From an optimization exercise on the open Yosys and OpenROAD flow, aimed at small area; shortcuts taken in it are not production practice. Only simulation tests tie the RTL to the original design; equivalence was not proved. No activity file was given, so power comes from the tool's default toggle rates.

==> flow/design.v <==
`timescale 1ns / 1ns
module pll(
    input wire sys_clk ,
    input wire sys_rst_n ,
    output wire vga_en
);
reg clk_25;
always @(posedge sys_clk or negedge sys_rst_n) begin
    if (!sys_rst_n) begin
        clk_25 <= 0;
    end else begin
        clk_25 <= ~clk_25;
    end
end
assign vga_en = ~clk_25;
endmodule
`timescale 1ns / 1ns
module vga_ctrl(
    input  wire        vga_clk,
    input  wire        vga_en,
    input  wire        sys_rst_n,
    output wire [6:0]  col,
    output reg  [2:0]  slot,
    output wire [9:0]  v_counter,
    output wire        hsync,
    output wire        vsync
);
reg [6:0] col_x;
reg [9:0] v_x;
assign col = col_x ^ 7'd100;
assign v_counter = v_x ^ 10'd50;
wire col_end  = (col == 7'd114);
wire line_end = (slot == 3'd7) && (col == 7'd94);
always @(posedge vga_clk or negedge sys_rst_n) begin
    if (!sys_rst_n) begin
        col_x <= 7'd0;
        slot  <= 3'd0;
    end else if (vga_en) begin
        if (line_end) begin
            col_x <= 7'd0;
            slot  <= 3'd0;
        end else if (col_end) begin
            col_x <= 7'd100;
            slot  <= slot + 1'd1;
        end else begin
            col_x <= (col + 1'd1) ^ 7'd100;
        end
    end
end
always @(posedge vga_clk or negedge sys_rst_n) begin
    if (!sys_rst_n) begin
        v_x <= 10'd0;
    end else if (vga_en && line_end) begin
        if (v_counter == 10'd574) v_x <= 10'd0;
        else                      v_x <= (v_counter + 1'd1) ^ 10'd50;
    end
end
assign hsync = (slot == 3'd0) || ((slot == 3'd1) && (col < 7'd81));
assign vsync = (v_counter < 10'd52);
endmodule
`timescale 1ns / 1ns
module vga_pic(
    input  wire [6:0] col,
    input  wire [2:0] slot,
    input  wire [9:0] v,
    output wire       draw
);
    wire in_band = (v >= 10'd275) && (v < 10'd365);
    wire [6:0] yrow = v[6:0];
    wire in_box = (col >= 7'd19) && (col < 7'd109);
    wire side = col[6];    
    reg [7:0] fv;
    always @(*) begin
        case (col[4:0])
            5'd0: fv = 8'd26;
            5'd1: fv = 8'd28;
            5'd2: fv = 8'd31;
            5'd3: fv = 8'd34;
            5'd4: fv = 8'd37;
            5'd5: fv = 8'd40;
            5'd6: fv = 8'd42;
            5'd7: fv = 8'd45;
            5'd8: fv = 8'd48;
            5'd9: fv = 8'd51;
            5'd10: fv = 8'd54;
            5'd11: fv = 8'd56;
            5'd12: fv = 8'd59;
            5'd13: fv = 8'd62;
            5'd14: fv = 8'd65;
            5'd15: fv = 8'd68;
            5'd16: fv = 8'd71;
            5'd17: fv = 8'd73;
            5'd18: fv = 8'd76;
            5'd19: fv = 8'd79;
            5'd20: fv = 8'd82;
            5'd21: fv = 8'd85;
            5'd22: fv = 8'd87;
            5'd23: fv = 8'd90;
            5'd24: fv = 8'd93;
            5'd25: fv = 8'd96;
            5'd26: fv = 8'd99;
            5'd27: fv = 8'd101;
            5'd28: fv = 8'd104;
            5'd29: fv = 8'd107;
            5'd30: fv = 8'd110;
            5'd31: fv = 8'd113;
            default: fv = 8'd0;
        endcase
    end
    wire [7:0] z = {1'b0, yrow ^ {7{side}}} + {7'd0, side} + 8'd14;
    wire [7:0] d = z - fv;        
    wire band = (d < 8'd15);
    wire draw_m = (col < 7'd36) || (col >= 7'd92) || band;
    wire draw_u = (col < 7'd34) || (col >= 7'd94) || (yrow >= 7'd94);
    wire s_l = (col < 7'd34);
    wire s_r = (col >= 7'd95);
    wire draw_s =
        ((yrow < 7'd34) && !s_l) ||
        ((yrow >= 7'd34) && (yrow < 7'd57) && s_l) ||
        ((yrow >= 7'd57) && (yrow < 7'd64) && !s_r) ||
        ((yrow >= 7'd64) && (yrow < 7'd72) && !s_l) ||
        ((yrow >= 7'd72) && (yrow < 7'd95) && s_r) ||
        ((yrow >= 7'd95) && !s_r);
    wire draw_t = (yrow < 7'd34) || ((col >= 7'd57) && (col < 7'd72));
    reg letter;
    always @(*) begin
        case (slot)
            3'd3: letter = draw_m;
            3'd4: letter = draw_u;
            3'd5: letter = draw_s;
            3'd6: letter = draw_t;
            default: letter = 1'b0;
        endcase
    end
    assign draw = in_band && in_box && letter;
endmodule
`timescale 1ns / 1ns
module vga_colorbar(
input wire sys_clk ,
input wire sys_rst_n ,
output wire hsync ,
output wire vsync ,
output wire [15:0] rgb
);
 wire vga_en;
 wire [6:0] col;
 wire [2:0] slot;
 wire [9:0] v;
 wire draw;
 pll pll_inst (.sys_clk(sys_clk), .sys_rst_n(sys_rst_n), .vga_en(vga_en));
 vga_ctrl vga_ctrl_inst (
 .vga_clk(sys_clk), .vga_en(vga_en), .sys_rst_n(sys_rst_n),
 .col(col), .slot(slot), .v_counter(v), .hsync(hsync), .vsync(vsync));
 vga_pic vga_pic_inst (.col(col), .slot(slot), .v(v), .draw(draw));
 assign rgb = {16{draw}};
endmodule
Settings: LEC_CHECK=0, CAP_MARGIN=20, CORE_MARGIN=2, CORE_UTILIZATION=40, CTS_BUF_LIST=sky130_fd_sc_hd__clkbuf_4, PLACE_DENSITY=0.85, SLEW_MARGIN=20; clock period 20.0 ns.
standard.sh (not shown) runs the stock make flow with config.mk's settings and CLKGATE_MAP_FILE= SYNTH_SCRIPT=/design/flow/synth_recipe.tcl, a recipe that flattens the netlist after the stock synthesis.
==> flow/flow/run.sh <==
#!/bin/bash
# Own layout flow: the standard flow (standard.sh) with these changes:
#  - synthesis: the final ABC mapping runs flow/map.abc (chains of deepsyn runs, then area
#    mapping) for each seed chain in MY_ABC_SEEDS and keeps the smallest result, through the
#    abc override in flow/my_synth.tcl, instead of ORFS's speed script;
#  - synthesis: Yosys's adder extraction (ADDER_MAP_FILE) is skipped so ABC optimises that
#    logic too;
#  - placement: the port buffers (one per input and output port, as in the standard flow)
#    use buf_1.
# Registers, their names and cell types are the standard synthesis's. The make output goes to
# flow_make.log; each ORFS step's log is under orfs/logs/.
set -euo pipefail
W=$(pwd)
export MY_ABC_SCRIPT=$W/flow/map.abc
export MY_ABC_TIME=15
export MY_ABC_SEEDS="1,21,41,61 2,22,42,62 3,23,43,63 4,24,44,64 5,25,45,65 6,26,46,66 7,27,47,67 8,28,48,68"
export FLOW_SYNTH_TCL=$W/synth_recipe.tcl
bash standard.sh SYNTH_SCRIPT=$W/flow/my_synth.tcl ADDER_MAP_FILE= \
  "BUFFER_PORTS_ARGS=-buffer_cell sky130_fd_sc_hd__buf_1" finish > $W/flow_make.log 2>&1
Other scripts of this flow, unchanged in this note and not shown: flow/flow/map.abc, flow/flow/my_synth.tcl
The starting point passed the timing, design-rule and antenna checks.
==> next run, changes <==
CAP_MARGIN = 0   (was 20)
CTS_BUF_LIST = sky130_fd_sc_hd__clkbuf_8   (was sky130_fd_sc_hd__clkbuf_4)
PLACE_DENSITY = 0.6   (was 0.85)
SLEW_MARGIN = 0   (was 20)
The changed run produced a clean layout; wire length rose by a few percent; clock-buffer cell count fell by 1; design area stays flat; maximum frequency fell by a few percent; worst hold slack got worse by 0.025 ns; setup slack got worse by 0.32 ns; sequential power stays flat; utilization is about the same; synthesized area does not change.
==> next run, changes <==
CAP_MARGIN = 20   (was 0)
SLEW_MARGIN = 20   (was 0)
- global-route usage stays the same
- clock power hardly moves
- synthesized area stays the same

afterwards: timing with drivers on the ports:
Ports are ideal in the flow. The routed layouts listed here were re-timed in OpenROAD.
Step 1 assumes that a clkbuf_16 drives the clock port and a buf_2 every other input.
Step 2 adds t to the input delays and takes it off the output delays; t is the mean of the earliest and latest rising clock arrival at the registers after step 1. Input paths then give back, and output paths get back, about the clock's delay inside the block.
a / b / c = ideal / step 1 / step 2; a / b = the first two.
run | t (ns) | slack for setup (ns) | worst register clock-pin slew, ns | worst slew at a driven data input, ns
the first run | 0.332 | 10.921 / 10.898 / 11.230 | 0.12 / 0.12 | 0.03
the second run | 0.292 | 10.602 / 10.574 / 10.867 | 0.08 / 0.08 | 0.03
the third run | 0.292 | 10.839 / 10.811 / 11.104 | 0.08 / 0.08 | 0.03
After both steps every run listed still meets setup and hold.
